Context: an optimization exercise on an open-source flow, tuned for small area and a short achievable clock period. The choices shown serve that exercise and are no tape-out recipe.
The RTL was checked by simulation tests, not by an equivalence proof against the original design.
No activity file was given, so power comes from the tool's default toggle rates.

==> flow/design.v, too long to show whole: its modules and the start of the top module <==
// module fa: 4 lines
// module ha: 4 lines
// module top_fp_mul_N32_M23_E8: 1332 lines
module top_fp_mul_N32_M23_E8(input  wire clk,
                             input  wire [31:0] a1,
                             input  wire [31:0] b1,
                             output wire [31:0] y);
  // ...
==> flow/flow/run.sh <==
#!/bin/bash
bash standard.sh MATCH_CELL_FOOTPRINT=0 "BUFFER_PORTS_ARGS=-buffer_cell sky130_fd_sc_hd__buf_2" finish > standard.log 2>&1
==> flow/standard.sh <==
#!/bin/bash
# synth_recipe.tcl (not shown) runs the flow's synth.tcl, then flattens the netlist and writes it again
# the make line also repeats each setting of config.mk as NAME=value (left out here)
make -C /OpenROAD-flow-scripts/flow DESIGN_CONFIG=/design/flow/config.mk WORK_HOME=/design/flow/orfs CLKGATE_MAP_FILE= SYNTH_SCRIPT=/design/flow/synth_recipe.tcl "${@:-finish}"
==> flow/config.mk <==
export PLATFORM = sky130hd
export DESIGN_NAME = top_fp_mul_N32_M23_E8
export DESIGN_NICKNAME = top_fp_mul_N32_M23_E8
export VERILOG_FILES = /design/flow/design.v
export SDC_FILE = /design/flow/constraint.sdc
export NUM_CORES = 4
export LEC_CHECK = 0
export ABC_AREA = 1
export CAP_MARGIN = 20
export CORE_MARGIN = 2
export CORE_UTILIZATION = 50
export CTS_BUF_LIST = sky130_fd_sc_hd__clkbuf_4 sky130_fd_sc_hd__clkbuf_8
export CTS_CLUSTER_SIZE = 30
export PLACE_DENSITY = 0.8
export SETUP_SLACK_MARGIN = 4.1
export SLEW_MARGIN = 70
export SYNTH_HIERARCHICAL = 1
==> flow/constraint.sdc <==
create_clock -name core_clock -period 8.5 [get_ports {clk}]
set_input_delay 1.7000 -clock core_clock [delete_from_list [all_inputs] [get_ports {clk}]]
set_output_delay 1.7000 -clock core_clock [all_outputs]
set_load 0.01 [all_outputs]
==> run_results.csv, run 1 <==
group,metric,value,unit
clock_network,cts_resized,32,
setup_path,timing.reg2reg.worst_path_depth,17,
power_and_ir_drop,comb_power_share,79.6,%
grt,grt_max_degree,30,
floorplanning,die-width,184,um
yosys,yosys-mux-area-fraction,0.0615,%
yosys,dominant_combinational_cell_family_by_area_after_synthesis,"adder cells",
setup_path,endpoint_required_time_on_the_critical_path,6.80,ns
timing,period_needed,4.41,ns
clock_network,htreeDepth,4,
setup_path,regToRegEndpoint,"rh1[5]$_DFF_P_",
floorplanning,core,32300,um2
route,length_of_routed_wiring_on_met1,18.7,mm
timing,period_share,51.9,%
power_and_ir_drop,power_clock,505,uW
setup_path,timing.critical_path.cells,"a21oi_2, nor2_1, nor2_1, inv_2, a21oi_2, inv_2, a21oi_4, nand4_1, buf_4, buf_8, nand2_8, o21ai_0, buf_2",
status,run_status,"complete, no violations",
place,port_buffers,96,
layout,final_cell_mix,"sky130_fd_sc_hd__xor2_1 (297), sky130_fd_sc_hd__fa_1 (263), sky130_fd_sc_hd__o22ai_1 (245)",
timing,worst_slew_margin_rel,70.1,%
timing,setup_viol,0,
power_and_ir_drop,power-top-group,"combinational logic",
setup_path,endpoint,"y[1]",
run,max-cap-violations,0,
layout,nonClockBufferCount,159,
yosys,synth_top_cells_by_area,"sky130_fd_sc_hd__fa_1 (33%), sky130_fd_sc_hd__xor2_1 (16%), sky130_fd_sc_hd__dfxtp_1 (16%)",
layout,most_common_library_cell_in_the_layout_ignoring_fill_and_taps,"sky130_fd_sc_hd__xor2_1",
==> run 2, diff against run 1 <==
--- a/flow/config.mk
+++ b/flow/config.mk
@@ -13,5 +13,5 @@
 export CTS_CLUSTER_SIZE = 30
 export PLACE_DENSITY = 0.8
-export SETUP_SLACK_MARGIN = 4.1
+export SETUP_SLACK_MARGIN = 3.9
 export SLEW_MARGIN = 70
 export SYNTH_HIERARCHICAL = 1
==> run 2 against run 1 <==
Against the previous run:
- die area is the same
- clock skew grew 0.0033 ns
- register-to-register slack lost 0.20 ns
- global-route usage shrank 1.2 points
- utilization shrank 1.2 points
- sequential power is essentially flat
- flip-flop and latch count is the same
- via count shrank 1.9%
- combinational power shrank 5.7%
- synthesized area is the same
==> run_results.csv, run 2 <==
group,metric,value,unit
power_and_ir_drop,cellPowerDensity,413,nW/um2
yosys,mappedNetlistArea,16300,um2
timing,period_share,52.5,%
route,ant_nets,0,
yosys,synth.distinct_cells,50,
layout,finish.net_count,2156,
hold_path,hold_path.class,"register to register",
route,1st_iter_drt_viols,1799,
setup_path,crit_path_end_kind,"register",
setup_path,ff2ff_setup_slack,4.04,ns
place,dp_hpwl,32.7,mm
floorplanning,row_count,66,
yosys,synth-seq-area-share,15.9,%
clock_network,tritoncts_clock_tree,"yes",
yosys,synth_top_cells_by_area,"sky130_fd_sc_hd__fa_1 (33%), sky130_fd_sc_hd__xor2_1 (16%), sky130_fd_sc_hd__dfxtp_1 (16%)",
layout,final_cell_mix,"sky130_fd_sc_hd__xor2_1 (298), sky130_fd_sc_hd__fa_1 (267), sky130_fd_sc_hd__o22ai_1 (245)",
layout,largest_register_ff_count,23,
place,gp_congestion,0.906,
floorplanning,initial_standard_cell_utilization_of_the_core,50.4,%
layout,area_growth_syn_to_layout,9.37,%
floorplanning,die_area,34000,um2
route,vias,13400,
setup_path,timing.critical_path.mode_cell,"sky130_fd_sc_hd__fa_1",
setup_path,worst_path_max_delay_cell,"sky130_fd_sc_hd__fa_1",
setup_path,cp.arrival,4.82,ns
floorplanning,die-width,184,um
grt,grt_max_degree,30,
yosys,async_s_r_ff_share_synth,0,%
grt,initial_antenna_violation_count,0,
timing,slew_viol_final,0,
setup_path,cp_slowest_stage_delay,0.48,ns
timing,period_needed,4.46,ns
setup_path,critPathLaunchType,"register",
timing,setup_viol,0,
yosys,synthFlopType,"sky130_fd_sc_hd__dfxtp_1",
yosys,synth.most_common_cell,"sky130_fd_sc_hd__xor2_1",
timing,rsz_0062_raised_after_global_routing,"true",
place,port_buffers,96,
timing,final.hold.worst_slack,0.327,ns
yosys,yosys.area.top_type_share,33.1,%
timing,worst_slew_margin_rel,70.8,%
layout,most_common_library_cell_in_the_layout_ignoring_fill_and_taps,"sky130_fd_sc_hd__xor2_1",
route,routed_wl,46.3,mm
setup_path,timing.critical_path.fanout_max,24,
grt,overflow_left_after_global_routing,0,
setup_path,endpoint_required_time_on_the_critical_path,8.86,ns
yosys,synth.net_count,2137,
clock_network,tritoncts_num_sinks,129,
hold_path,hold_path_cell_cnt,0,
yosys,synth-edff-count,0,
timing,maximum_achievable_frequency,224,MHz
route,dr.pass1.iters,6,
yosys,synthesis.area_per_instance,9.36,um2
power_and_ir_drop,worst_vdd_drop,209,uV
clock_network,clkLatencyLatePin,0.46,ns
power_and_ir_drop,p_leak,7.79,nW
timing,finalClockSkew,0.0173,ns
clock_network,numCtsBuffers,17,
yosys,dominant_cell_type_by_area_after_synthesis,"sky130_fd_sc_hd__fa_1",
clock_network,cts_buffer_depth,2,
place,dp.cells,2170,
setup_path,timing.reg2reg.worst_path_depth,17,
setup_path,setup.worst_path.class,"register to register",
grt,grt_first_pass_wirelength,72.8,mm
layout,max_flop_register,"ra_n",
route,detail_route.drc_violations,0,
yosys,total_of_flip_flops_plus_latches_after_synthesis,129,
route,drt-vias-per-instance,6.04,
power_and_ir_drop,design_power_total,7.36,mW
floorplanning,top_level_i_o_count,97,
floorplanning,fp.dieH,184,um
timing,timing.final.hold_violations,0,
clock_network,clock_tree.root_cell,"sky130_fd_sc_hd__clkbuf_8",
floorplanning,core,32300,um2
grt,first_global_vias,13700,
yosys,synth_common_cells,"sky130_fd_sc_hd__xor2_1 (298), sky130_fd_sc_hd__fa_1 (269), sky130_fd_sc_hd__o22ai_1 (245)",
grt,grt_use_total,27.5,%
setup_path,timing.critical_path.cells,"buf_12, inv_1, fa_1, fa_1, fa_1, fa_1, fa_1, ha_1, inv_1, fa_1, inv_1, a31oi_1, nand2_1, fa_1, xor2_1, a21oi_1, nor2_1",
layout,final_layout_size_suffix_gt1_share,12.9,%
clock_network,cts.clk_slew.worst_paths,0.08,ns
timing,worst_margin_slew,0.438,ns
yosys,synthesized_instance_count,1739,
layout,biggestRegsByFlops,"ra_n (23), rlg (16), rlp (16)",
run,max-cap-violations,0,
yosys,ys.warnings.count,7,
route,avgRoutedWirePerCell,20.9,um
status,run_status,"complete, no violations",
clock_network,htreeDepth,4,
timing,fin_setup_tns,0,ns
layout,fin_cells,2214,
-- run 2: cell counts after synthesis --
Identical to the previous run, type by type.
-- run 2: kinds of logic (layout without fill, tap and decap cells) --
logic type	after synthesis	in the layout	share of synthesized area, %
AO/OA/AOI/OAI	400	400	15.2
adder cells (fa/ha/maj)	333	333	38.0
XOR/XNOR	323	323	17.4
buffers and inverters	294	325	6.97
AND/OR/NAND/NOR	259	260	6.51
flip-flops	129	129	15.9
multiplexers	1	1	0.0615
other	0	1	0
-- run 2: power by group --
| group | switching (mW) | internal (mW) |
|---|---|---|
| Combinational | 3.26 | 2.51 |
| Clock | 0.255 | 0.268 |
| Sequential | 0.179 | 0.884 |
| Total | 3.70 | 3.66 |
-- run 2: critical path, delay by kind of cell (launching register included) --
family | cells | cell delay, ns
adders and majority gates | 8 | 2.91
and+or+nand+nor | 2 | 0.18
AOI/OAI and AO/OA | 2 | 0.27
buffers and inverters | 4 | 0.44
xor gates and xnor gates | 1 | 0.19
DFF | 1 | 0.37
-- run 2: metal layers --
layer | share of wire (%) | wire length, um | global-route usage, %
met4 | 3.1 | 1420 | 9.47
met3 | 12 | 5630 | 7.94
met1 | 40 | 18400 | 36.9
met5 | 0 | 0 | 0
met2 | 45 | 20900 | 42.7
-- run 2: per-module statistics from Yosys, one instance, submodules excluded --
module | times used | area [um2] | flops+latches
top_fp_mul_N32_M23_E8 | 1 | 10700 | 129
fa | 264 | 20.0 | 0
ha | 20 | 12.5 | 0
-- run 2: worst paths after layout --
| kind | startpoint | to |
|---|---|---|
| worst max-delay path | ra_n[12]$_DFF_P_ | rh1[5]$_DFF_P_ |
| worst min-delay path | re[5]$_DFF_P_ | re2[5]$_DFF_P_ |
| worst max register to register | ra_n[12]$_DFF_P_ | rh1[5]$_DFF_P_ |
| worst min register to register | re[5]$_DFF_P_ | re2[5]$_DFF_P_ |
-- run 2: cell type report --
class | instances | area (um2)
Fill cell | 2777 | 14500
Multi-Input combinational cell | 1317 | 12600
Sequential cell | 129 | 2690
Timing Repair Buffer | 138 | 945
Inverter | 155 | 597
Tap cell | 442 | 553
Clock buffer | 18 | 241
Clock inverter | 14 | 158
Antenna cell | 1 | 2.50
-- run 2: metrics by stage --
step	util [%]	worst slack, ns	instance area (um2)
floorplan	-	3.99	16300
global placement	52.6	3.64	17000
detailed placement	53.0	3.88	17100
CTS	54.3	3.92	17500
global route	55.1	3.84	17800
finish	55.1	4.04	17800
-- run 2: repair_timing --
item | CTS | global route
cloned | 0 | 4
setup endpoints to repair | 21 | 31
hold buffers | 0 | 0
pin swaps | 0 | 1
setup buffers | 0 | 6
resized for setup | 4 | 24
==> run 3, diff against run 2 <==
--- a/flow/config.mk
+++ b/flow/config.mk
@@ -10,8 +10,7 @@
 export CORE_MARGIN = 2
 export CORE_UTILIZATION = 50
-export CTS_BUF_LIST = sky130_fd_sc_hd__clkbuf_4 sky130_fd_sc_hd__clkbuf_8
 export CTS_CLUSTER_SIZE = 30
 export PLACE_DENSITY = 0.8
-export SETUP_SLACK_MARGIN = 3.9
+export SETUP_SLACK_MARGIN = 4.0
 export SLEW_MARGIN = 70
 export SYNTH_HIERARCHICAL = 1
==> run 3 against run 2 <==
Against the previous run:
- highest routed layer unchanged
- first-iteration DRC count up 8.7%
- count of clock-buffer cells in the layout up 1
- combinational power grew 2%
- clock power increased by 49%
- total power up 5.1%
- worst hold slack got worse by 0.0021 ns
- sequential share of layout area shrank 0.33 points
- critical path type is now register to output port
- flip-flop and latch count did not move
==> run_results.csv, run 3 <==
group,metric,value,unit
yosys,synth-seq-area-share,15.9,%
clock_network,cts.clk_slew.worst_paths,0.06,ns
timing,fin_setup_tns,0,ns
grt,grt_max_degree,30,
power_and_ir_drop,p_int,3.93,mW
layout,area_growth_syn_to_layout,11.4,%
clock_network,cts_buffer_depth,2,
timing,setup_viol,0,
layout,n_antenna_cell,0,
yosys,synthesis.area_per_instance,9.36,um2
timing,period_share,51.5,%
layout,most_common_library_cell_in_the_layout_ignoring_fill_and_taps,"sky130_fd_sc_hd__xor2_1",
setup_path,critical_path.reg2reg.startpoint,"ra_n[16]$_DFF_P_",
setup_path,worst_path_max_delay_cell,"sky130_fd_sc_hd__dfxtp_2",
yosys,synthesized_instance_count,1739,
grt,first_global_vias,13800,
setup_path,cp-startpoint,"rlp[1]$_DFF_P_",
yosys,synthXorXnorAreaFrac,17.4,%
clock_network,htreeDepth,4,
layout,final_layout_size_suffix_gt1_share,13.5,%
yosys,mappedNetlistArea,16300,um2
timing,slew_viol_final,0,
floorplanning,initial_standard_cell_utilization_of_the_core,50.4,%
power_and_ir_drop,p_leak,7.94,nW
route,dr.pass1.iters,6,
place,placement.cell_area,17100,um2
route,vias,13600,
timing,fin_ws,4.12,ns
power_and_ir_drop,seq_power_share,13.7,%
yosys,synth.distinct_cells,50,
timing,timing.final.hold_violations,0,
floorplanning,row_count,66,
setup_path,path_delay_family,"compound AO/OA/AOI/OAI gates",
clock_network,clkLatencyLatePin,0.43,ns
power_and_ir_drop,power.clock.fraction,10.1,%
setup_path,timing.critical_path.fanout_max,5,
route,detail_route.drc_violations,0,
layout,nFillCells,2725,
yosys,synth_top_cells_by_area,"sky130_fd_sc_hd__fa_1 (33%), sky130_fd_sc_hd__xor2_1 (16%), sky130_fd_sc_hd__dfxtp_1 (16%)",
route,ant_nets,0,
place,dp_hpwl,32.9,mm
clock_network,numCtsBuffers,17,
floorplanning,die-width,184,um
layout,final_cell_mix,"sky130_fd_sc_hd__xor2_1 (298), sky130_fd_sc_hd__fa_1 (265), sky130_fd_sc_hd__o22ai_1 (245)",
setup_path,endpoint,"y[14]",
setup_path,critPathLaunchType,"register",
yosys,async_s_r_ff_share_synth,0,%
layout,largest_register_ff_count,23,
status,run_status,"complete, no violations",
grt,grt_first_pass_wirelength,74.0,mm
yosys,synth.net_count,2137,
place,dp.cells,2174,
power_and_ir_drop,reported_net_switching_power,3.80,mW
route,avgRoutedWirePerCell,21.6,um
power_and_ir_drop,worst_vdd_drop,228,uV
yosys,ys.warnings.count,7,
yosys,synth.most_common_cell,"sky130_fd_sc_hd__xor2_1",
timing,finalClockSkew,0.0172,ns
yosys,total_of_flip_flops_plus_latches_after_synthesis,129,
hold_path,hold_path.class,"register to register",
timing,worst_slew_margin_rel,72.5,%
place,port_buffers,96,
layout,finish.net_count,2166,
place,post-place-ws,3.93,ns
timing,worst_margin_slew,0.412,ns
yosys,dominant_combinational_cell_family_by_area_after_synthesis,"adder cells",
floorplanning,die_area,34000,um2
power_and_ir_drop,design_power_total,7.73,mW
floorplanning,top_level_i_o_count,97,
floorplanning,core,32300,um2
power_and_ir_drop,netSwitchingFraction,49.2,%
power_and_ir_drop,cellPowerDensity,427,nW/um2
route,1st_iter_drt_viols,1955,
layout,fin_cells,2223,
setup_path,timing.reg2reg.worst_path_depth,17,
setup_path,timing.critical_path.cells,"a21o_1, a21boi_2, o21ai_4, a21oi_4, o21ai_1, a21oi_1, o21ai_0, nand2_1, nand3_1, a31oi_1, buf_2",
timing,final.hold.worst_slack,0.325,ns
run,max-cap-violations,0,
yosys,yosys.area.top_type_share,33.1,%
yosys,synthFlopType,"sky130_fd_sc_hd__dfxtp_1",
grt,overflow_left_after_global_routing,0,
yosys,dominant_cell_type_by_area_after_synthesis,"sky130_fd_sc_hd__fa_1",
power_and_ir_drop,comb_power_share,76.3,%
setup_path,critical_path_depth,11,
grt,initial_antenna_violation_count,0,
yosys,synth_common_cells,"sky130_fd_sc_hd__xor2_1 (298), sky130_fd_sc_hd__fa_1 (269), sky130_fd_sc_hd__o22ai_1 (245)",
floorplanning,fp.dieH,184,um
yosys,yosys-mux-area-fraction,0.0615,%
timing,maximum_achievable_frequency,229,MHz
route,routed_wl,48.1,mm
setup_path,regToRegEndpoint,"rh1[5]$_DFF_P_",
timing,period_needed,4.38,ns
setup_path,cp_slowest_stage_delay,0.35,ns
route,drt-vias-per-instance,6.12,
clock_network,tritoncts_num_sinks,129,
layout,biggestRegsByFlops,"ra_n (23), rlg (16), rlp (16)",
setup_path,cp_num_buf_inv,1,
place,gp_congestion,0.930,
setup_path,cp.arrival,2.68,ns
yosys,post_synth_fa_ha_maj_area_fraction,38.0,%
setup_path,setup.worst_path.class,"register to output port",
clock_network,tritoncts_clock_tree,"yes",
setup_path,ff2ff_setup_slack,4.16,ns
yosys,post_synthesis_compound_gate_area_fraction,15.2,%
setup_path,endpoint_required_time_on_the_critical_path,6.80,ns
layout,final_core_util,56.1,%
grt,grt_use_total,28.0,%
yosys,synth-edff-count,0,
clock_network,clock_tree.root_cell,"sky130_fd_sc_hd__clkbuf_16",
yosys,post_synth_and_or_nand_nor_area_fraction,6.51,%
clock_network,ctsHoldBuffers,0,
timing,rsz_0062_raised_after_global_routing,"true",
setup_path,crit_path_end_kind,"output port",
layout,max_flop_register,"ra_n",
layout,finalInstanceArea,18100,um2
[run 3: kinds of logic (layout without fill, tap and decap cells)]
family	after synthesis	count (layout)
buffers and inverters	294	334
adders and majority gates	333	333
AOI/OAI and AO/OA	400	400
xor gates and xnor gates	323	323
muxes	1	1
and+or+nand+nor	259	261
DFF	129	129
[run 3: repair_timing]
| item | 4_1_cts | 5_1_grt |
|---|---|---|
| pin swaps | 0 | 7 |
| setup buffers | 0 | 11 |
| resized for setup | 11 | 30 |
| endpoints found under the hold margin | 0 | 0 |
| gates cloned | 1 | 5 |
| setup endpoints to repair | 22 | 32 |
[run 3: per-module statistics from Yosys (local to each module, per instance)]
module	area, um2	copies in the design
fa	20.0	264
ha	12.5	20
top_fp_mul_N32_M23_E8	10700	1
[run 3: routing by layer]
layer	wire length [um]	share of wire [%]	GRT usage [%]
met2	22100	46	43.9
met1	18600	39	37.4
met4	1350	2.8	9.25
met5	0	0	0
met3	5970	12	8.12
[run 3: power by group through the flow]
stage          registers, mW  logic (mW)  clock network (mW)
2_1_floorplan          0.984        4.12                   0
3_3_place_gp            1.05        5.27                   0
3_5_place_dp            1.06        5.63                   0
4_1_cts                 1.04        5.77               0.787
5_1_grt                 1.07        6.69               0.821
6_report                1.06        5.90               0.779
[run 3: how the worst min path moves through the flow]
stage             startpoint        endpoint  cells past startpoint
2_1_floorplan  re[0]$_DFF_P_  re2[0]$_DFF_P_                      0
3_3_place_gp      rs$_DFF_P_     rs2$_DFF_P_                      0
3_5_place_dp   re[2]$_DFF_P_  re2[2]$_DFF_P_                      0
4_1_cts        re[2]$_DFF_P_  re2[2]$_DFF_P_                      0
5_1_grt        re[5]$_DFF_P_  re2[5]$_DFF_P_                      0
6_report       re[3]$_DFF_P_  re2[3]$_DFF_P_                      0
[run 3: final cells by class]
| type | instances | area [um2] | share of cell area [%] |
|---|---|---|---|
| tap | 442 | 553 | 3.05 |
| sequential | 129 | 2680 | 14.8 |
| clock buffer | 19 | 454 | 2.51 |
| multi-input combinational | 1318 | 12700 | 69.8 |
| inverter | 155 | 597 | 3.29 |
| timing repair buffer | 147 | 1030 | 5.66 |
| clock inverter | 13 | 170 | 0.939 |
[run 3: worst register-to-register path, stage by stage, from the launching register on]
cell and delay, ns:
sky130_fd_sc_hd__dfxtp_1 0.31, sky130_fd_sc_hd__buf_4 0.32, sky130_fd_sc_hd__o22ai_1 0.18, sky130_fd_sc_hd__xor2_1 0.19
sky130_fd_sc_hd__fa_1 0.48, sky130_fd_sc_hd__fa_1 0.43, sky130_fd_sc_hd__fa_1 0.39, sky130_fd_sc_hd__fa_1 0.47
sky130_fd_sc_hd__ha_1 0.19, sky130_fd_sc_hd__inv_1 0.06, sky130_fd_sc_hd__fa_1 0.18, sky130_fd_sc_hd__inv_1 0.08
sky130_fd_sc_hd__a31oi_1 0.13, sky130_fd_sc_hd__nand2_1 0.12, sky130_fd_sc_hd__fa_2 0.35, sky130_fd_sc_hd__xor2_1 0.18
sky130_fd_sc_hd__a21oi_1 0.12, sky130_fd_sc_hd__nor2_1 0.06
==> run 4, diff against run 3 <==
--- a/flow/config.mk
+++ b/flow/config.mk
@@ -12,5 +12,5 @@
 export CTS_CLUSTER_SIZE = 30
 export PLACE_DENSITY = 0.8
-export SETUP_SLACK_MARGIN = 4.0
+export SETUP_SLACK_MARGIN = 4.25
 export SLEW_MARGIN = 70
 export SYNTH_HIERARCHICAL = 1
==> run 4 against run 3 <==
Against the previous run:
- still clean on timing, DRC and antenna
- register-to-register slack improved by 0.15 ns
- sequential power barely moved
- critical path depth rose by 2
- synthesized area did not move
==> run_results.csv, run 4 <==
group,metric,value,unit
status,run_status,"complete, no violations",
clock_network,clock_tree.root_cell,"sky130_fd_sc_hd__clkbuf_16",
clock_network,numCtsBuffers,17,
timing,setup_viol,0,
setup_path,critPathLaunchType,"register",
power_and_ir_drop,cellPowerDensity,429,nW/um2
yosys,mappedNetlistArea,16300,um2
floorplanning,top_level_i_o_count,97,
clock_network,clkLatencyLatePin,0.44,ns
setup_path,cp-startpoint,"rlp[5]$_DFF_P_",
layout,finish.net_count,2193,
power_and_ir_drop,design_power_total,8.08,mW
power_and_ir_drop,comb_power_share,77.5,%
route,ant_nets,0,
floorplanning,die-width,184,um
layout,area_growth_syn_to_layout,15.8,%
layout,layout.area.seq,2710,um2
grt,first_global_vias,14400,
yosys,async_s_r_ff_share_synth,0,%
setup_path,timing.critical_path.cells,"nand2_1, nand2_1, a21oi_1, o21ai_4, a21oi_4, inv_2, nand3_4, a31o_4, nand2_8, nor2_4, nand4_1, xnor2_1, buf_2",
run,max-cap-violations,0,
route,vias,14100,
setup_path,cp_slowest_stage_delay,0.36,ns
yosys,synth.most_common_cell,"sky130_fd_sc_hd__xor2_1",
timing,maximum_achievable_frequency,235,MHz
power_and_ir_drop,reported_net_switching_power,4.02,mW
setup_path,cp.arrival,2.55,ns
yosys,synth-edff-count,0,
yosys,yosys.area.top_type_share,33.1,%
route,detail_route.drc_violations,0,
power_and_ir_drop,seq_power_share,13.3,%
clock_network,htreeDepth,4,
hold_path,worstHoldStart,"re[1]$_DFF_P_",
setup_path,endpoint_required_time_on_the_critical_path,6.80,ns
setup_path,timing.critical_path.fanout_max,4,
setup_path,ff2ff_setup_slack,4.31,ns
yosys,synthesized_instance_count,1739,
route,dr.pass1.iters,7,
grt,initial_antenna_violation_count,0,
yosys,total_of_flip_flops_plus_latches_after_synthesis,129,
clock_network,tritoncts_clock_tree,"yes",
grt,grt_use_total,28.7,%
power_and_ir_drop,netSwitchingFraction,49.7,%
layout,n_antenna_cell,0,
grt,grt_first_pass_wirelength,75.5,mm
yosys,synth_common_cells,"sky130_fd_sc_hd__xor2_1 (298), sky130_fd_sc_hd__fa_1 (269), sky130_fd_sc_hd__o22ai_1 (245)",
route,1st_iter_drt_viols,2256,
route,avgRoutedWirePerCell,22.6,um
layout,final_layout_size_suffix_gt1_share,18.5,%
yosys,synth-seq-area-share,15.9,%
yosys,synth.net_count,2137,
layout,finalInstanceArea,18800,um2
timing,rsz_0062_raised_after_global_routing,"true",
power_and_ir_drop,p_leak,8.19,nW
grt,grt_max_degree,30,
floorplanning,die_area,34000,um2
floorplanning,row_count,66,
setup_path,crit_path_end_kind,"output port",
route,routed_wl,50.7,mm
power_and_ir_drop,power.clock.fraction,9.1,%
setup_path,regToRegEndpoint,"rlp[0]$_DFF_P_",
place,post-place-ws,3.97,ns
setup_path,setup.worst_path.class,"register to output port",
floorplanning,core,32300,um2
place,dp_hpwl,33.1,mm
timing,period_needed,4.25,ns
grt,overflow_left_after_global_routing,0,
place,gp_congestion,0.970,
layout,nFillCells,2541,
setup_path,critical_path.reg2reg.startpoint,"ra_n[21]$_DFF_P_",
timing,fin_ws,4.25,ns
setup_path,timing.reg2reg.worst_path_depth,10,
timing,worst_margin_slew,0.456,ns
power_and_ir_drop,p_int,4.07,mW
floorplanning,fp.dieH,184,um
setup_path,endpoint,"y[30]",
timing,fin_setup_tns,0,ns
layout,biggestRegsByFlops,"ra_n (23), rlg (16), rlp (16)",
timing,worst_slew_margin_rel,69.5,%
layout,most_common_library_cell_in_the_layout_ignoring_fill_and_taps,"sky130_fd_sc_hd__xor2_1",
yosys,synth.distinct_cells,50,
yosys,synthFlopType,"sky130_fd_sc_hd__dfxtp_1",
clock_network,ctsHoldBuffers,0,
place,port_buffers,96,
clock_network,cts_buffer_depth,2,
yosys,synthesis.area_per_instance,9.36,um2
timing,slew_viol_final,0,
timing,timing.final.hold_violations,0,
layout,max_flop_register,"ra_n",
setup_path,worst_path_max_delay_cell,"sky130_fd_sc_hd__dfxtp_1",
yosys,dominant_cell_type_by_area_after_synthesis,"sky130_fd_sc_hd__fa_1",
route,drt-vias-per-instance,6.27,
place,placement.cell_area,17100,um2
timing,finalClockSkew,0.0142,ns
yosys,synth_top_cells_by_area,"sky130_fd_sc_hd__fa_1 (33%), sky130_fd_sc_hd__xor2_1 (16%), sky130_fd_sc_hd__dfxtp_1 (16%)",
layout,largest_register_ff_count,23,
layout,final_cell_mix,"sky130_fd_sc_hd__xor2_1 (295), sky130_fd_sc_hd__fa_1 (256), sky130_fd_sc_hd__o22ai_1 (240)",
yosys,ys.warnings.count,7,
clock_network,tritoncts_num_sinks,129,
hold_path,hold_path.class,"register to register",
floorplanning,initial_standard_cell_utilization_of_the_core,50.4,%
timing,period_share,50.0,%
clock_network,cts.clk_slew.worst_paths,0.06,ns
layout,multiInputGateArea,12900,um2
power_and_ir_drop,worst_vdd_drop,256,uV
setup_path,timing.critical_path.mode_cell,"sky130_fd_sc_hd__nand2_1",
[run 4: cell types whose count changed in the layout (fill, tap and decap cells not counted), moves of 6 or more]
cell,before,now
sky130_fd_sc_hd__buf_6,8,28
sky130_fd_sc_hd__dfxtp_1,101,88
sky130_fd_sc_hd__o21ai_0,66,54
sky130_fd_sc_hd__fa_1,265,256
sky130_fd_sc_hd__fa_2,4,13
sky130_fd_sc_hd__o21ai_2,0,9
sky130_fd_sc_hd__dfxtp_4,23,31
sky130_fd_sc_hd__nand2_1,154,147
sky130_fd_sc_hd__nand2_2,1,7
[run 4: Yosys stat by module, one instance, submodules excluded]
module | copies in the design | flops+latches | cell area, um2 | cells inside
fa | 264 | 0 | 20.0 | 1
ha | 20 | 0 | 12.5 | 1
top_fp_mul_N32_M23_E8 | 1 | 129 | 10700 | 1455
[run 4: cell families after synthesis]
logic type / Yosys count / synth area share (%)
xor+xnor: 323 / 17.4
buf+inv: 294 / 6.97
compound gates: 400 / 15.2
mux: 1 / 0.0615
fa+ha+maj: 333 / 38.0
simple gates: 259 / 6.51
flops: 129 / 15.9
[run 4: power groups by stage]
stage | clock (mW) | sequential (mW) | combinational (mW)
after floorplan | 0 | 0.984 | 4.12
after global placement | 0 | 1.06 | 5.30
after detailed placement | 0 | 1.06 | 5.55
after CTS | 0.744 | 1.05 | 5.85
after global routing | 0.775 | 1.09 | 7.08
final | 0.738 | 1.08 | 6.27
[run 4: through the flow]
| stage | util, % | hold WS [ns] | cells |
|---|---|---|---|
| global placement | 52.7 | 0.310 | 2171 |
| finish | 58.4 | 0.324 | 2250 |
| CTS | 56.2 | 0.326 | 2222 |
| floorplan | - | 0.310 | 1739 |
| detailed placement | 53.1 | 0.312 | 2172 |
| global route | 58.4 | 0.328 | 2250 |
[run 4: what timing repair did]
item	in CTS	in global routing
pin swaps	5	23
endpoints found under the setup margin	33	41
buffers inserted	13	22
resized for setup	60	111
gates cloned	5	6
[run 4: worst min-delay path by stage]
stage	endpoint	slack, ns	cells after the start
3_3_place_gp	rs2$_DFF_P_	0.31	0
6_report	re2[1]$_DFF_P_	0.32	0
3_5_place_dp	re2[2]$_DFF_P_	0.31	0
4_1_cts	re2[2]$_DFF_P_	0.33	0
5_1_grt	re2[3]$_DFF_P_	0.33	0
2_1_floorplan	re2[0]$_DFF_P_	0.31	0
[run 4: cell type report]
| type | count | area share [%] |
|---|---|---|
| clock inverter | 15 | 0.916 |
| timing repair inverter | 2 | 0.120 |
| sequential | 129 | 14.4 |
| timing repair buffer | 171 | 7.40 |
| multi-input combinational | 1319 | 68.7 |
| inverter | 155 | 3.27 |
| tap | 442 | 2.94 |
| clock buffer | 17 | 2.26 |
[run 4: routing by layer]
layer	wire (um)	share of wire, %	track usage (%)	vias to the layer above
met4	2930	5.8	14.5	0
li1	-	-	-	5886
met5	0	0	0	-
met2	22500	44	44.3	1184
met1	18300	36	36.2	6754
met3	7050	14	9.37	291
[run 4: critical path: cells and delay by family (launching register included)]
| family | cells | cell delay [ns] |
|---|---|---|
| simple gates | 6 | 0.55 |
| flops | 1 | 0.36 |
| xor+xnor | 1 | 0.14 |
| buf+inv | 2 | 0.23 |
| compound gates | 4 | 0.81 |
==> run 5, diff against run 4 <==
--- a/flow/config.mk
+++ b/flow/config.mk
@@ -9,8 +9,8 @@
 export CAP_MARGIN = 20
 export CORE_MARGIN = 2
-export CORE_UTILIZATION = 50
+export CORE_UTILIZATION = 40
 export CTS_CLUSTER_SIZE = 30
-export PLACE_DENSITY = 0.8
-export SETUP_SLACK_MARGIN = 4.25
+export PLACE_DENSITY = 0.75
+export SETUP_SLACK_MARGIN = 4.0
 export SLEW_MARGIN = 70
 export SYNTH_HIERARCHICAL = 1
==> run 5 against run 4 <==
Against the previous run:
- still clean on timing, DRC and antenna
- count of clock-buffer cells in the layout unchanged
- synthesized cell count unchanged
- global-route usage shrank 5.0 points
- flip-flop and latch count did not move
- clock skew is 0.0044 ns higher
- combinational power down 8.0%
- utilization fell by 13 points
- clock power fell by 2%
- first-iteration DRC count fell by 20%
- worst setup slack lost 0.13 ns
- synthesized area unchanged
- critical path type unchanged
==> run_results.csv, run 5 <==
group,metric,value,unit
status,run_status,"complete, no violations",
yosys,async_s_r_ff_share_synth,0,%
timing,slew_viol_final,0,
place,gp_congestion,0.963,
place,dp_hpwl,34.8,mm
floorplanning,core,39900,um2
layout,final_cell_mix,"sky130_fd_sc_hd__xor2_1 (298), sky130_fd_sc_hd__fa_1 (262), sky130_fd_sc_hd__o22ai_1 (245)",
power_and_ir_drop,cellPowerDensity,413,nW/um2
grt,grt_max_degree,30,
hold_path,hold_path.class,"register to register",
yosys,mappedNetlistArea,16300,um2
clock_network,htreeDepth,4,
clock_network,tritoncts_clock_tree,"yes",
grt,first_global_vias,13900,
yosys,synth_common_cells,"sky130_fd_sc_hd__xor2_1 (298), sky130_fd_sc_hd__fa_1 (269), sky130_fd_sc_hd__o22ai_1 (245)",
grt,initial_antenna_violation_count,0,
layout,nFillCells,3713,
layout,largest_register_ff_count,23,
timing,maximum_achievable_frequency,228,MHz
layout,layout.area.seq,2670,um2
yosys,synthesized_instance_count,1739,
layout,biggestRegsByFlops,"ra_n (23), rlg (16), rlp (16)",
floorplanning,die-width,206,um
route,detail_route.drc_violations,0,
clock_network,clkLatencyLatePin,0.44,ns
grt,grt_first_pass_wirelength,76.8,mm
run,max-cap-violations,0,
place,placement.cell_area,17200,um2
yosys,total_of_flip_flops_plus_latches_after_synthesis,129,
route,routed_wl,49.7,mm
layout,fin_cells,2308,
timing,worst_slew_margin_rel,70.0,%
setup_path,cp-startpoint,"rlp[1]$_DFF_P_",
setup_path,timing.reg2reg.worst_path_depth,17,
layout,max_flop_register,"ra_n",
yosys,synthFlopType,"sky130_fd_sc_hd__dfxtp_1",
clock_network,clock_tree.root_cell,"sky130_fd_sc_hd__clkbuf_16",
floorplanning,die_area,42300,um2
grt,grt_use_total,23.7,%
yosys,synth.most_common_cell,"sky130_fd_sc_hd__xor2_1",
clock_network,numCtsBuffers,17,
setup_path,crit_path_end_kind,"output port",
grt,overflow_left_after_global_routing,0,
timing,period_needed,4.38,ns
floorplanning,fp.dieH,206,um
yosys,synth.distinct_cells,50,
power_and_ir_drop,worst_vdd_drop,241,uV
yosys,synth.net_count,2137,
place,post-place-ws,3.88,ns
setup_path,critPathLaunchType,"register",
layout,multiInputGateArea,12700,um2
yosys,ys.warnings.count,7,
route,drt-vias-per-instance,5.84,
route,avgRoutedWirePerCell,21.5,um
clock_network,tritoncts_num_sinks,129,
timing,fin_ws,4.12,ns
setup_path,critical_path.reg2reg.startpoint,"ra_n[13]$_DFF_P_",
setup_path,cp.arrival,2.68,ns
clock_network,ctsHoldBuffers,0,
yosys,synth_top_cells_by_area,"sky130_fd_sc_hd__fa_1 (33%), sky130_fd_sc_hd__xor2_1 (16%), sky130_fd_sc_hd__dfxtp_1 (16%)",
yosys,synthesis.area_per_instance,9.36,um2
timing,fin_setup_tns,0,ns
clock_network,cts_buffer_depth,2,
layout,n_antenna_cell,0,
yosys,synth-edff-count,0,
layout,most_common_library_cell_in_the_layout_ignoring_fill_and_taps,"sky130_fd_sc_hd__xor2_1",
timing,period_share,51.5,%
route,ant_nets,0,
layout,finish.net_count,2168,
floorplanning,top_level_i_o_count,97,
layout,final_layout_size_suffix_gt1_share,14.1,%
layout,area_growth_syn_to_layout,12.4,%
route,vias,13500,
floorplanning,initial_standard_cell_utilization_of_the_core,40.8,%
setup_path,setup.worst_path.class,"register to output port",
place,dp.cells,2259,
yosys,dominant_cell_type_by_area_after_synthesis,"sky130_fd_sc_hd__fa_1",
route,1st_iter_drt_viols,1812,
yosys,synth-seq-area-share,15.9,%
hold_path,worstHoldStart,"re[5]$_DFF_P_",
timing,timing.final.hold_violations,0,
place,port_buffers,96,
route,dr.pass1.iters,7,
timing,rsz_0062_raised_after_global_routing,"true",
timing,finalClockSkew,0.0187,ns
layout,final_core_util,45.8,%
yosys,yosys.area.top_type_share,33.1,%
power_and_ir_drop,p_leak,7.96,nW
hold_path,hold_path_cell_cnt,0,
layout,finalInstanceArea,18300,um2
timing,worst_margin_slew,0.449,ns
timing,setup_viol,0,
setup_path,endpoint_required_time_on_the_critical_path,6.80,ns
setup_path,timing.critical_path.fanout_max,5,
floorplanning,row_count,73,
clock_network,cts.clk_slew.worst_paths,0.06,ns
-- run 5: cell counts after synthesis --
No cell type changed its count.
-- run 5: what timing repair did --
action                                  in CTS  in global routing
setup buffers                                4                  5
endpoints found under the setup margin      25                 36
pin swaps                                    2                  4
resized for setup                           27                 38
cloned                                       4                  3
-- run 5: area by class of cell --
class                           count  share of cell area, %
Clock inverter                     15                  0.889
Multi-Input combinational cell   1317                   69.2
Sequential cell                   129                   14.6
Tap cell                          525                   3.59
Inverter                          155                   3.26
Timing Repair Buffer              150                   6.13
Clock buffer                       17                   2.33
-- run 5: cell families (layout without fill, tap and decap cells) --
group | Yosys count | count (layout) | synth area share (%)
AO/OA/AOI/OAI | 400 | 400 | 15.2
XOR/XNOR | 323 | 323 | 17.4
adder cells (fa/ha/maj) | 333 | 333 | 38.0
buffers and inverters | 294 | 337 | 6.97
flip-flops | 129 | 129 | 15.9
multiplexers | 1 | 1 | 0.0615
AND/OR/NAND/NOR | 259 | 260 | 6.51
-- run 5: power breakdown --
part / leakage [nW] / total (mW) / switching, mW / internal (mW)
logic: 6.58 / 5.77 / 3.27 / 2.51
registers: 1.09 / 1.06 / 0.167 / 0.888
clock network: 0.291 / 0.726 / 0.309 / 0.417
-- run 5: path summary, 6_finish.rpt --
path                                        to  slack (ns)
worst max-delay path                     y[30]        4.12
worst min-delay path            re2[5]$_DFF_P_        0.32
worst max register to register  rh1[5]$_DFF_P_        4.18
worst min register to register  re2[5]$_DFF_P_        0.32
-- run 5: worst max-delay path, stage by stage (launching register included) --
cell                       delay [ns]
sky130_fd_sc_hd__dfxtp_1         0.35
sky130_fd_sc_hd__a21o_1          0.24
sky130_fd_sc_hd__a21boi_4        0.20
sky130_fd_sc_hd__o21ai_4         0.09
sky130_fd_sc_hd__a21oi_4         0.20
sky130_fd_sc_hd__inv_2           0.09
sky130_fd_sc_hd__nand3_2         0.12
sky130_fd_sc_hd__a31o_4          0.23
sky130_fd_sc_hd__nand2_8         0.09
sky130_fd_sc_hd__nor2_2          0.15
sky130_fd_sc_hd__nand4_1         0.14
sky130_fd_sc_hd__xnor2_1         0.18
sky130_fd_sc_hd__buf_2           0.16
-- run 5: routing by layer --
metal | track usage (%) | wire length [um] | vias to the layer above
met5 | 0 | 0 | -
met4 | 8.84 | 1530 | 0
met3 | 6.98 | 6170 | 151
met2 | 36.2 | 21800 | 954
met1 | 31.8 | 20200 | 6527
li1 | - | - | 5837
-- run 5: per-module statistics from Yosys, one instance, submodules excluded --
module	cell area (um2)	cells
fa	20.0	1
ha	12.5	1
top_fp_mul_N32_M23_E8	10700	1455
-- run 5: through the flow --
| step | power, mW | hold WS [ns] |
|---|---|---|
| after floorplan | 5.11 | 0.310 |
| after global placement | 6.42 | 0.310 |
| after detailed placement | 6.69 | 0.313 |
| after CTS | 7.56 | 0.321 |
| after global routing | 8.51 | 0.323 |
| final | 7.56 | 0.318 |
==> run 6, diff against run 5 <==
--- a/flow/config.mk
+++ b/flow/config.mk
@@ -9,7 +9,8 @@
 export CAP_MARGIN = 20
 export CORE_MARGIN = 2
-export CORE_UTILIZATION = 40
+export CORE_UTILIZATION = 55
+export CTS_BUF_LIST = sky130_fd_sc_hd__clkbuf_4 sky130_fd_sc_hd__clkbuf_8
 export CTS_CLUSTER_SIZE = 30
-export PLACE_DENSITY = 0.75
+export PLACE_DENSITY = 0.85
 export SETUP_SLACK_MARGIN = 4.0
 export SLEW_MARGIN = 70
==> run 6 against run 5 <==
Against the previous run:
- critical path depth shrank 1
- flip-flop and latch count stayed put
- count of clock-buffer cells in the layout stayed put
- synthesized cell count stayed put
- combinational power is 2% higher
- worst setup slack worse by 0.019 ns
- utilization increased by 16 points
- synthesized area unchanged
- worst hold slack gained 0.013 ns
- global-route usage increased by 6.4 points
- clock skew fell by 0.0076 ns
- via count grew 1.6%
- largest cell class unchanged
==> run_results.csv, run 6 <==
group,metric,value,unit
layout,largest_register_ff_count,23,
yosys,synth.distinct_cells,50,
hold_path,worstHoldStart,"re[7]$_DFF_P_",
place,gp_congestion,0.939,
power_and_ir_drop,p_leak,7.81,nW
setup_path,cp_slowest_stage_delay,0.36,ns
status,run_status,"complete, no violations",
setup_path,regToRegEndpoint,"rh1[5]$_DFF_P_",
layout,max_flop_register,"ra_n",
power_and_ir_drop,design_power_total,7.44,mW
floorplanning,die_area,31000,um2
layout,finish.net_count,2159,
setup_path,worst_path_max_delay_cell,"sky130_fd_sc_hd__dfxtp_2",
floorplanning,top_level_i_o_count,97,
setup_path,path_delay_family,"compound AO/OA/AOI/OAI gates",
place,dp_hpwl,32.8,mm
route,vias,13700,
yosys,synthesis.area_per_instance,9.36,um2
layout,nFillCells,2223,
timing,worst_slew_margin_rel,72.8,%
route,avgRoutedWirePerCell,22.0,um
run,max-cap-violations,0,
layout,final_cell_mix,"sky130_fd_sc_hd__xor2_1 (298), sky130_fd_sc_hd__fa_1 (260), sky130_fd_sc_hd__o22ai_1 (245)",
setup_path,ff2ff_setup_slack,4.18,ns
clock_network,clkLatencyLatePin,0.46,ns
setup_path,cp-startpoint,"rlp[1]$_DFF_P_",
clock_network,cts.clk_slew.worst_paths,0.08,ns
yosys,total_of_flip_flops_plus_latches_after_synthesis,129,
clock_network,tritoncts_num_sinks,129,
yosys,synthFlopType,"sky130_fd_sc_hd__dfxtp_1",
setup_path,critPathLaunchType,"register",
setup_path,endpoint_required_time_on_the_critical_path,6.80,ns
route,dr.pass1.iters,8,
setup_path,setup.worst_path.class,"register to output port",
grt,first_global_vias,14000,
yosys,synth-seq-area-share,15.9,%
yosys,synth_top_cells_by_area,"sky130_fd_sc_hd__fa_1 (33%), sky130_fd_sc_hd__xor2_1 (16%), sky130_fd_sc_hd__dfxtp_1 (16%)",
route,drt-vias-per-instance,6.34,
setup_path,crit_path_end_kind,"output port",
floorplanning,die-width,176,um
route,1st_iter_drt_viols,1682,
timing,setup_viol,0,
setup_path,timing.critical_path.fanout_max,12,
timing,fin_ws,4.10,ns
hold_path,hold_path.class,"register to register",
clock_network,clock_tree.root_cell,"sky130_fd_sc_hd__clkbuf_8",
yosys,dominant_cell_type_by_area_after_synthesis,"sky130_fd_sc_hd__fa_1",
floorplanning,initial_standard_cell_utilization_of_the_core,56.2,%
timing,period_needed,4.40,ns
route,ant_nets,0,
power_and_ir_drop,worst_vdd_drop,266,uV
yosys,async_s_r_ff_share_synth,0,%
setup_path,critical_path_depth,11,
yosys,synthesized_instance_count,1739,
floorplanning,core,28900,um2
grt,overflow_left_after_global_routing,0,
clock_network,htreeDepth,4,
layout,n_antenna_cell,0,
layout,most_common_library_cell_in_the_layout_ignoring_fill_and_taps,"sky130_fd_sc_hd__xor2_1",
layout,area_growth_syn_to_layout,9.53,%
clock_network,tritoncts_clock_tree,"yes",
timing,period_share,51.7,%
layout,final_layout_size_suffix_gt1_share,13.7,%
grt,grt_max_degree,30,
timing,rsz_0062_raised_after_global_routing,"true",
grt,grt_use_total,30.1,%
yosys,synth-edff-count,0,
setup_path,cp_num_buf_inv,3,
yosys,synth.most_common_cell,"sky130_fd_sc_hd__xor2_1",
route,detail_route.drc_violations,0,
yosys,ys.warnings.count,7,
floorplanning,row_count,62,
yosys,synth.net_count,2137,
clock_network,numCtsBuffers,17,
setup_path,endpoint,"y[1]",
grt,grt_first_pass_wirelength,73.3,mm
place,post-place-ws,3.89,ns
clock_network,ctsHoldBuffers,0,
setup_path,timing.reg2reg.worst_path_depth,17,
yosys,synth_common_cells,"sky130_fd_sc_hd__xor2_1 (298), sky130_fd_sc_hd__fa_1 (269), sky130_fd_sc_hd__o22ai_1 (245)",
clock_network,cts_buffer_depth,2,
yosys,yosys.area.top_type_share,33.1,%
timing,fin_setup_tns,0,ns
setup_path,timing.critical_path.cells,"a21o_1, a21boi_2, o21ai_4, a21oi_4, inv_2, nand3_2, nand4_1, buf_4, nand2_4, o21ai_0, buf_2",
timing,slew_viol_final,0,
layout,biggestRegsByFlops,"ra_n (23), rlg (16), rlp (16)",
setup_path,cp.arrival,2.70,ns
grt,initial_antenna_violation_count,1,
route,routed_wl,47.4,mm
floorplanning,fp.dieH,176,um
timing,maximum_achievable_frequency,227,MHz
setup_path,critical_path.reg2reg.startpoint,"ra_n[12]$_DFF_P_",
power_and_ir_drop,cellPowerDensity,418,nW/um2
yosys,mappedNetlistArea,16300,um2
timing,worst_margin_slew,0.403,ns
timing,timing.final.hold_violations,0,
timing,finalClockSkew,0.0111,ns
place,port_buffers,96,
[run 6: cell types whose count changed in the layout (fill, tap and decap cells not counted), moves of 2 or more]
cell	previous run	this run
sky130_fd_sc_hd__clkbuf_16	23	5
sky130_fd_sc_hd__dfxtp_4	21	29
sky130_fd_sc_hd__fa_1	262	260
sky130_fd_sc_hd__inv_8	4	1
sky130_fd_sc_hd__buf_6	10	12
sky130_fd_sc_hd__clkbuf_8	0	17
sky130_fd_sc_hd__dfxtp_2	8	1
sky130_fd_sc_hd__buf_4	29	22
sky130_fd_sc_hd__fa_2	7	9
[run 6: worst reg2reg max path: cells and delay by family, from the launching register on]
| kind | cells | cell delay [ns] |
|---|---|---|
| AO/OA/AOI/OAI | 2 | 0.28 |
| XOR/XNOR | 1 | 0.19 |
| adder cells (fa/ha/maj) | 8 | 2.85 |
| buffers and inverters | 4 | 0.35 |
| flip-flops | 1 | 0.37 |
| AND/OR/NAND/NOR | 2 | 0.19 |
[run 6: layer usage]
metal	vias to the layer above	GRT usage (%)	share of wire (%)
met5	-	0	0.030
met4	2	12.0	4.4
met3	232	10.1	13
met2	1082	46.9	45
met1	6541	38.9	37
li1	5822	-	-
[run 6: worst min path at each step]
| stage | endpoint | cells past startpoint |
|---|---|---|
| finish | re2[7]$_DFF_P_ | 0 |
| global route | re2[4]$_DFF_P_ | 0 |
| CTS | re2[7]$_DFF_P_ | 0 |
| detailed placement | re2[7]$_DFF_P_ | 0 |
| global placement | rs2$_DFF_P_ | 0 |
| floorplan | re2[0]$_DFF_P_ | 0 |
[run 6: per-stage QoR]
stage / utilization (%) / hold WS, ns / instances / area (um2)
4_1_cts: 60.6 / 0.331 / 2146 / 17500
2_1_floorplan: - / 0.310 / 1739 / 16300
5_1_grt: 61.6 / 0.338 / 2158 / 17800
3_3_place_gp: 58.5 / 0.311 / 2112 / 16900
3_5_place_dp: 58.9 / 0.312 / 2112 / 17100
6_report: 61.6 / 0.331 / 2158 / 17800
[run 6: area by class of cell]
type / instances / area, um2 / area share (%)
Multi-Input combinational cell: 1317 / 12600 / 71.0
Sequential cell: 129 / 2690 / 15.1
Timing Repair Buffer: 141 / 1030 / 5.76
Inverter: 155 / 592 / 3.32
Tap cell: 384 / 480 / 2.70
Clock buffer: 17 / 234 / 1.31
Clock inverter: 15 / 148 / 0.829
[run 6: power by group]
group | switching [mW] | internal [mW]
Combinational | 3.32 | 2.55
Sequential | 0.180 | 0.884
Clock | 0.265 | 0.239
Total | 3.77 | 3.68
[run 6: kinds of logic after synthesis]
kind of cell / after synthesis / share of synthesized area [%]
AO/OA/AOI/OAI: 400 / 15.2
adder cells (fa/ha/maj): 333 / 38.0
XOR/XNOR: 323 / 17.4
buffers and inverters: 294 / 6.97
AND/OR/NAND/NOR: 259 / 6.51
flip-flops: 129 / 15.9
multiplexers: 1 / 0.0615
[run 6: Yosys stat by module (local to each module, per instance)]
module	cells	copies in the design	area [um2]	flip-flops and latches
top_fp_mul_N32_M23_E8	1455	1	10700	129
fa	1	264	20.0	0
ha	1	20	12.5	0
[run 6: timing repair]
| item | CTS | global route |
|---|---|---|
| pin swaps | 1 | 8 |
| setup endpoints to repair | 23 | 28 |
| resized for setup | 17 | 41 |
| hold endpoints to repair | 0 | 0 |
| gates cloned | 2 | 4 |
| setup buffers | 0 | 8 |
==> run 7, diff against run 6 <==
==> flow/flow/run.sh (replaced) <==
#!/bin/bash
bash standard.sh MATCH_CELL_FOOTPRINT=0 RECOVER_POWER=50 "BUFFER_PORTS_ARGS=-buffer_cell sky130_fd_sc_hd__buf_2" finish > standard.log 2>&1
--- a/flow/config.mk
+++ b/flow/config.mk
@@ -9,8 +9,8 @@
 export CAP_MARGIN = 20
 export CORE_MARGIN = 2
-export CORE_UTILIZATION = 55
+export CORE_UTILIZATION = 50
 export CTS_BUF_LIST = sky130_fd_sc_hd__clkbuf_4 sky130_fd_sc_hd__clkbuf_8
 export CTS_CLUSTER_SIZE = 30
-export PLACE_DENSITY = 0.85
+export PLACE_DENSITY = 0.8
 export SETUP_SLACK_MARGIN = 4.0
 export SLEW_MARGIN = 70
==> run 7 against run 6 <==
Against the previous run:
- largest power group unchanged
- wire length is 0.55% higher
- worst hold slack worse by 0.0010 ns
- final cell count is 3.1% higher
- critical path type is now register to register
- global-route usage is 2.5 points lower
- worst setup slack worse by 0.49 ns
- largest cell class unchanged
- clock skew is 0.0095 ns higher
==> run_results.csv, run 7 <==
group,metric,value,unit
status,run_status,"complete, no violations",
timing,finalClockSkew,0.0206,ns
power_and_ir_drop,design_power_total,7.50,mW
yosys,synth_common_cells,"sky130_fd_sc_hd__xor2_1 (298), sky130_fd_sc_hd__fa_1 (269), sky130_fd_sc_hd__o22ai_1 (245)",
place,port_buffers,96,
route,vias,13600,
route,routed_wl,47.7,mm
yosys,mappedNetlistArea,16300,um2
yosys,synthFlopType,"sky130_fd_sc_hd__dfxtp_1",
timing,final.hold.worst_slack,0.330,ns
layout,area_growth_syn_to_layout,10.4,%
route,dr.pass1.iters,6,
setup_path,timing.critical_path.mode_cell,"sky130_fd_sc_hd__fa_1",
yosys,async_s_r_ff_share_synth,0,%
grt,first_global_vias,13700,
layout,nFillCells,2742,
clock_network,htreeDepth,4,
yosys,synth.most_common_cell,"sky130_fd_sc_hd__xor2_1",
setup_path,timing.reg2reg.worst_path_depth,16,
yosys,yosys.area.top_type_share,33.1,%
setup_path,endpoint_required_time_on_the_critical_path,8.84,ns
hold_path,worst_hold_path.endpoint,"re2[3]$_DFF_P_",
hold_path,hold_path_cell_cnt,0,
yosys,total_of_flip_flops_plus_latches_after_synthesis,129,
floorplanning,top_level_i_o_count,97,
setup_path,timing.critical_path.cells,"clkinvlp_2, a22oi_1, fa_1, fa_1, fa_1, fa_1, ha_1, inv_1, fa_1, inv_1, a31oi_1, nand2_1, fa_2, xor2_1, a21oi_1, nor2_1",
place,dp_hpwl,32.9,mm
timing,period_share,57.5,%
setup_path,setup.worst_path.class,"register to register",
setup_path,cp.arrival,5.23,ns
clock_network,tritoncts_clock_tree,"yes",
layout,finish.net_count,2168,
clock_network,clkLatencyLatePin,0.45,ns
layout,most_common_library_cell_in_the_layout_ignoring_fill_and_taps,"sky130_fd_sc_hd__xor2_1",
route,1st_iter_drt_viols,1785,
grt,grt_first_pass_wirelength,73.1,mm
power_and_ir_drop,p_leak,7.81,nW
clock_network,tritoncts_num_sinks,129,
setup_path,regToRegEndpoint,"rh1[5]$_DFF_P_",
yosys,synthesis.area_per_instance,9.36,um2
timing,worst_slew_margin_rel,36.5,%
yosys,synth-edff-count,0,
place,gp_congestion,0.930,
yosys,synthesized_instance_count,1739,
floorplanning,initial_standard_cell_utilization_of_the_core,50.4,%
timing,period_needed,4.88,ns
setup_path,worst_path_max_delay_cell,"sky130_fd_sc_hd__clkinvlp_2",
route,drt-vias-per-instance,6.11,
setup_path,cp_slowest_stage_delay,0.74,ns
setup_path,ff2ff_setup_slack,3.62,ns
clock_network,clock_tree.root_cell,"sky130_fd_sc_hd__clkbuf_8",
yosys,synth.net_count,2137,
setup_path,critical_path.reg2reg.startpoint,"one_n[11]$_DFF_P_",
grt,grt_use_total,27.6,%
power_and_ir_drop,cellPowerDensity,418,nW/um2
floorplanning,core,32300,um2
timing,timing.final.hold_violations,0,
layout,biggestRegsByFlops,"ra_n (23), rlg (16), rlp (16)",
clock_network,numCtsBuffers,17,
yosys,synth_top_cells_by_area,"sky130_fd_sc_hd__fa_1 (33%), sky130_fd_sc_hd__xor2_1 (16%), sky130_fd_sc_hd__dfxtp_1 (16%)",
timing,slew_viol_final,0,
hold_path,hold_path.class,"register to register",
yosys,dominant_cell_type_by_area_after_synthesis,"sky130_fd_sc_hd__fa_1",
setup_path,crit_path_end_kind,"register",
floorplanning,die_area,34000,um2
timing,worst_margin_slew,0.947,ns
floorplanning,row_count,66,
timing,maximum_achievable_frequency,205,MHz
timing,setup_viol,0,
clock_network,cts_buffer_depth,2,
floorplanning,die-width,184,um
layout,final_cell_mix,"sky130_fd_sc_hd__xor2_1 (298), sky130_fd_sc_hd__fa_1 (266), sky130_fd_sc_hd__o22ai_1 (245)",
route,detail_route.drc_violations,0,
power_and_ir_drop,worst_vdd_drop,228,uV
setup_path,timing.critical_path.fanout_max,24,
run,max-cap-violations,0,
route,avgRoutedWirePerCell,21.4,um
grt,initial_antenna_violation_count,0,
grt,grt_max_degree,30,
grt,overflow_left_after_global_routing,0,
layout,fin_cells,2225,
yosys,ys.warnings.count,7,
layout,final_layout_size_suffix_gt1_share,12.7,%
yosys,synth.distinct_cells,50,
hold_path,worstHoldStart,"re[3]$_DFF_P_",
layout,n_antenna_cell,0,
place,dp.cells,2174,
setup_path,critPathLaunchType,"register",
timing,fin_setup_tns,0,ns
layout,max_flop_register,"ra_n",
layout,largest_register_ff_count,23,
route,ant_nets,0,
timing,rsz_0062_raised_after_global_routing,"true",
yosys,synth-seq-area-share,15.9,%
floorplanning,fp.dieH,184,um
clock_network,cts.clk_slew.worst_paths,0.09,ns
-- run 7: cell counts after synthesis --
Identical to the previous run, type by type.
-- run 7: Yosys stat by module, one instance, submodules excluded --
| module | copies in the design | flip-flops and latches | area [um2] |
|---|---|---|---|
| fa | 264 | 0 | 20.0 |
| ha | 20 | 0 | 12.5 |
| top_fp_mul_N32_M23_E8 | 1 | 129 | 10700 |
-- run 7: critical path: cells and delay by family (launching register included) --
kind | cells | cell delay, ns
xor gates and xnor gates | 1 | 0.18
DFF | 1 | 0.33
AOI/OAI and AO/OA | 3 | 0.76
adders and majority gates | 7 | 2.44
buffers and inverters | 3 | 0.88
and+or+nand+nor | 2 | 0.18
-- run 7: cells by family after synthesis --
| family | synth area share [%] |
|---|---|
| flops | 15.9 |
| simple gates | 6.51 |
| mux | 0.0615 |
| buf+inv | 6.97 |
| xor+xnor | 17.4 |
| compound gates | 15.2 |
| fa+ha+maj | 38.0 |
-- run 7: final cells by class --
type / count / area (um2) / area share (%)
flip-flops and latches: 129 / 2680 / 14.9
clock buffers: 18 / 241 / 1.34
clock inverters: 14 / 200 / 1.11
inverters: 155 / 598 / 3.33
well taps: 442 / 553 / 3.08
repair buffers: 149 / 1020 / 5.69
multi-input cells: 1318 / 12700 / 70.5
-- run 7: routing by layer --
metal / track usage [%] / wire (um)
met1: 36.7 / 18800
met2: 43.4 / 21600
met3: 8.32 / 5780
met4: 8.67 / 1440
met5: 0 / 0
-- run 7: report_power, final --
| group | leakage, nW | internal, mW | switching, mW |
|---|---|---|---|
| Sequential | 1.09 | 0.887 | 0.171 |
| Combinational | 6.49 | 2.54 | 3.30 |
| Clock | 0.223 | 0.328 | 0.271 |
-- run 7: repair_timing --
action,in CTS,in global routing
gates resized for setup,11,40
cloned,1,5
setup endpoints to repair,22,33
buffers inserted,0,13
hold buffers,0,0
pin swaps,0,8
-- run 7: through the flow --
stage	worst slack, ns	area (um2)	utilization [%]
floorplan	4.01	16300	-
global placement	3.63	17000	52.7
detailed placement	3.93	17100	53.1
CTS	4.01	17600	54.6
global route	3.32	18000	55.6
finish	3.62	18000	55.6
-- run 7: worst max-delay path by stage --
stage,from,slack (ns),to
after global routing,one_n[11]$_DFF_P_,3.32,rh1[5]$_DFF_P_
after CTS,rlp[9]$_DFF_P_,4.01,y[30]
after global placement,ra_n[11]$_DFF_P_,3.63,rh1[5]$_DFF_P_
after detailed placement,negr[6]$_DFF_P_,3.93,rh1[5]$_DFF_P_
after floorplan,negr[5]$_DFF_P_,4.01,rh1[5]$_DFF_P_
final,one_n[11]$_DFF_P_,3.62,rh1[5]$_DFF_P_
==> run 8, diff against run 7 <==
==> flow/flow/run.sh (replaced) <==
#!/bin/bash
bash standard.sh MATCH_CELL_FOOTPRINT=0 RECOVER_POWER=100 "BUFFER_PORTS_ARGS=-buffer_cell sky130_fd_sc_hd__buf_2" finish > standard.log 2>&1
==> run 8 against run 7 <==
Against the previous run:
- the layout now fails its checks (max-capacitance violations, max-slew violations)
- clock power barely moved
- design area is 0.65% lower
- synthesized cell count stayed put
- register-to-register slack worse by 0.31 ns
- critical path type is now register to output port
- largest cell class unchanged
==> run_results.csv, run 8 <==
group,metric,value,unit
setup_path,crit_path_end_kind,"output port",
route,detail_route.drc_violations,0,
layout,n_antenna_cell,0,
status,failed_layout_checks,"max-capacitance violations, max-slew violations",
floorplanning,initial_standard_cell_utilization_of_the_core,50.4,%
timing,finalClockSkew,0.0196,ns
run,max-cap-violations,1,
floorplanning,die-width,184,um
route,dr.pass1.iters,6,
yosys,ys.warnings.count,7,
power_and_ir_drop,p_leak,7.73,nW
layout,final_cell_mix,"sky130_fd_sc_hd__xor2_1 (298), sky130_fd_sc_hd__fa_1 (267), sky130_fd_sc_hd__o22ai_1 (245)",
timing,rsz_0062_raised_after_global_routing,"true",
clock_network,clock_tree.root_cell,"sky130_fd_sc_hd__clkbuf_8",
place,dp_hpwl,32.9,mm
clock_network,cts.clk_slew.worst_paths,0.09,ns
yosys,synthesis.area_per_instance,9.36,um2
route,routed_wl,47.5,mm
layout,largest_register_ff_count,23,
setup_path,cp.arrival,4.32,ns
yosys,synth-seq-area-share,15.9,%
hold_path,hold_path.class,"register to register",
clock_network,cts_buffer_depth,2,
timing,maximum_achievable_frequency,166,MHz
timing,slew_viol_final,25,
yosys,total_of_flip_flops_plus_latches_after_synthesis,129,
setup_path,setup.worst_path.class,"register to output port",
grt,grt_use_total,27.6,%
layout,biggestRegsByFlops,"ra_n (23), rlg (16), rlp (16)",
floorplanning,fp.dieH,184,um
setup_path,cp_slowest_stage_delay,0.81,ns
grt,overflow_left_after_global_routing,0,
yosys,dominant_cell_type_by_area_after_synthesis,"sky130_fd_sc_hd__fa_1",
setup_path,timing.critical_path.mode_cell,"sky130_fd_sc_hd__clkbuf_1",
yosys,synthesized_instance_count,1739,
power_and_ir_drop,cellPowerDensity,415,nW/um2
layout,max_flop_register,"ra_n",
timing,period_needed,6.02,ns
yosys,synth-edff-count,0,
route,avgRoutedWirePerCell,21.4,um
setup_path,worst_path_max_delay_cell,"sky130_fd_sc_hd__clkinvlp_2",
yosys,synth.net_count,2137,
yosys,synth_top_cells_by_area,"sky130_fd_sc_hd__fa_1 (33%), sky130_fd_sc_hd__xor2_1 (16%), sky130_fd_sc_hd__dfxtp_1 (16%)",
route,drt-vias-per-instance,6.09,
floorplanning,die_area,34000,um2
floorplanning,row_count,66,
clock_network,clkLatencyLatePin,0.44,ns
setup_path,endpoint_required_time_on_the_critical_path,6.80,ns
place,port_buffers,96,
yosys,mappedNetlistArea,16300,um2
grt,grt_max_degree,30,
layout,finish.net_count,2168,
place,gp_congestion,0.930,
layout,final_layout_size_suffix_gt1_share,10.9,%
place,placement.cell_area,17100,um2
clock_network,tritoncts_num_sinks,129,
timing,worst_margin_slew,1.75,ns
status,run_status,"complete, but fails checks",
yosys,synth_common_cells,"sky130_fd_sc_hd__xor2_1 (298), sky130_fd_sc_hd__fa_1 (269), sky130_fd_sc_hd__o22ai_1 (245)",
yosys,synthFlopType,"sky130_fd_sc_hd__dfxtp_1",
route,vias,13600,
timing,setup_viol,0,
timing,worst_slew_margin_rel,-16.6,%
clock_network,tritoncts_clock_tree,"yes",
yosys,synth.distinct_cells,50,
layout,finalInstanceArea,17800,um2
setup_path,path_delay_family,"compound AO/OA/AOI/OAI gates",
yosys,yosys.area.top_type_share,33.1,%
clock_network,htreeDepth,4,
setup_path,timing.critical_path.fanout_max,29,
timing,fin_setup_tns,0,ns
timing,period_share,70.8,%
grt,initial_antenna_violation_count,0,
grt,grt_first_pass_wirelength,73.1,mm
route,ant_nets,0,
setup_path,critPathLaunchType,"register",
clock_network,numCtsBuffers,17,
clock_network,ctsHoldBuffers,0,
layout,area_growth_syn_to_layout,9.65,%
floorplanning,top_level_i_o_count,97,
layout,most_common_library_cell_in_the_layout_ignoring_fill_and_taps,"sky130_fd_sc_hd__xor2_1",
power_and_ir_drop,worst_vdd_drop,228,uV
yosys,async_s_r_ff_share_synth,0,%
yosys,synth.most_common_cell,"sky130_fd_sc_hd__xor2_1",
grt,first_global_vias,13700,
floorplanning,core,32300,um2
setup_path,timing.critical_path.cells,"a21o_1, a21boi_0, o21ai_4, a21oi_1, inv_1, nand3_1, nand4_1, clkbuf_1, nand2_1, clkinvlp_2, o21ai_0, clkbuf_1",
setup_path,cp_num_buf_inv,4,
route,1st_iter_drt_viols,1804,
timing,timing.final.hold_violations,0,
-- run 8: final cells by class --
cell class                 count  area, um2
tap                          442        553
fill                        2761      14400
clock inverter                14        200
sequential                   129       2680
inverter                     155        587
multi-input combinational   1318      12600
clock buffer                  18        241
timing repair buffer         149        990
-- run 8: per-layer routing --
layer  vias to the layer above  wire (um)  track usage, %
met1                      6619      18500            36.7
met2                       935      21600            43.4
met4                         0       1490            8.67
met5                         -          0               0
li1                       5841          -               -
met3                       159       5930            8.32
-- run 8: per-module statistics from Yosys (local to each module, per instance) --
module | cell area, um2 | flip-flops and latches
fa | 20.0 | 0
ha | 12.5 | 0
top_fp_mul_N32_M23_E8 | 10700 | 129
-- run 8: kinds of logic after synthesis --
kind of cell,share of synthesized area (%)
compound gates,15.2
xor+xnor,17.4
fa+ha+maj,38.0
buf+inv,6.97
flops,15.9
mux,0.0615
simple gates,6.51
-- run 8: stage by stage --
stage / utilization [%] / hold WS [ns] / worst slack, ns / std cells / total power [mW]
after floorplan: - / 0.310 / 4.01 / 1739 / 5.11
after global placement: 52.7 / 0.310 / 3.63 / 2174 / 6.32
after detailed placement: 53.1 / 0.312 / 3.93 / 2174 / 6.69
after CTS: 54.6 / 0.332 / 4.01 / 2207 / 7.37
after global routing: 55.3 / 0.340 / 2.08 / 2225 / 8.29
final: 55.3 / 0.327 / 2.48 / 2225 / 7.40
-- run 8: repair_timing --
action / 4_1_cts / 5_1_grt
hold endpoints to repair: 0 / 0
buffers inserted: 0 / 13
pin swaps: 0 / 8
endpoints found under the setup margin: 22 / 33
gates cloned: 1 / 5
resized for setup: 11 / 40
-- run 8: path summary, 6_finish.rpt --
kind	to	cells past startpoint	from	slack (ns)
max	y[0]	12	rlp[1]$_DFF_P_	2.48
min	re2[3]$_DFF_P_	0	re[3]$_DFF_P_	0.33
max reg2reg	rr0$_DFF_P_	20	ra_n[6]$_DFF_P_	3.31
min reg2reg	re2[3]$_DFF_P_	0	re[3]$_DFF_P_	0.33
-- run 8: report_power, final --
part	internal [mW]	total [mW]	switching (mW)
registers	0.887	1.06	0.168
logic	2.48	5.75	3.27
clock network	0.328	0.598	0.270
total	3.69	7.40	3.71

## what the ideal ports hide
The flow's constraints put no driver on any port. The routed layouts listed below were extracted and timed again, unchanged, in two steps. Step 1 (the two cells are an assumption about what drives the block):
set clk [get_ports {clk}]
set_driving_cell -lib_cell sky130_fd_sc_hd__clkbuf_16 $clk
set_driving_cell -lib_cell sky130_fd_sc_hd__buf_2 [delete_from_list [all_inputs] $clk]
Step 2 also shifts input and output timing later by t, the mid clock arrival at the registers, as if the neighbouring blocks saw the same clock. Slacks: ideal ports / drivers / drivers and shift; pairs: ideal ports / drivers.
run	t (ns)	setup WS [ns]	hold WS [ns]	worst setup path after step 2	latest minus earliest clock arrival (ns)
run 1	0.514	4.091 / 4.052 / 4.244	0.331 / 0.331 / 0.331	register to register	0.015 / 0.014
run 2	0.495	4.036 / 4.036 / 4.036	0.327 / 0.327 / 0.327	register to register	0.018 / 0.018
run 3	0.464	4.124 / 4.078 / 4.162	0.325 / 0.325 / 0.325	register to register	0.017 / 0.017
run 4	0.484	4.251 / 4.200 / 4.314	0.324 / 0.324 / 0.324	register to register	0.015 / 0.015
run 5	0.473	4.121 / 4.077 / 4.181	0.318 / 0.318 / 0.318	register to register	0.019 / 0.019
run 6	0.498	4.102 / 4.060 / 4.178	0.331 / 0.331 / 0.331	register to register	0.012 / 0.012
run 7	0.474	3.616 / 3.616 / 3.616	0.330 / 0.330 / 0.330	register to register	0.022 / 0.022
run 8	0.473	2.484 / 2.446 / 2.919	0.327 / 0.327 / 0.327	register to output	0.022 / 0.022
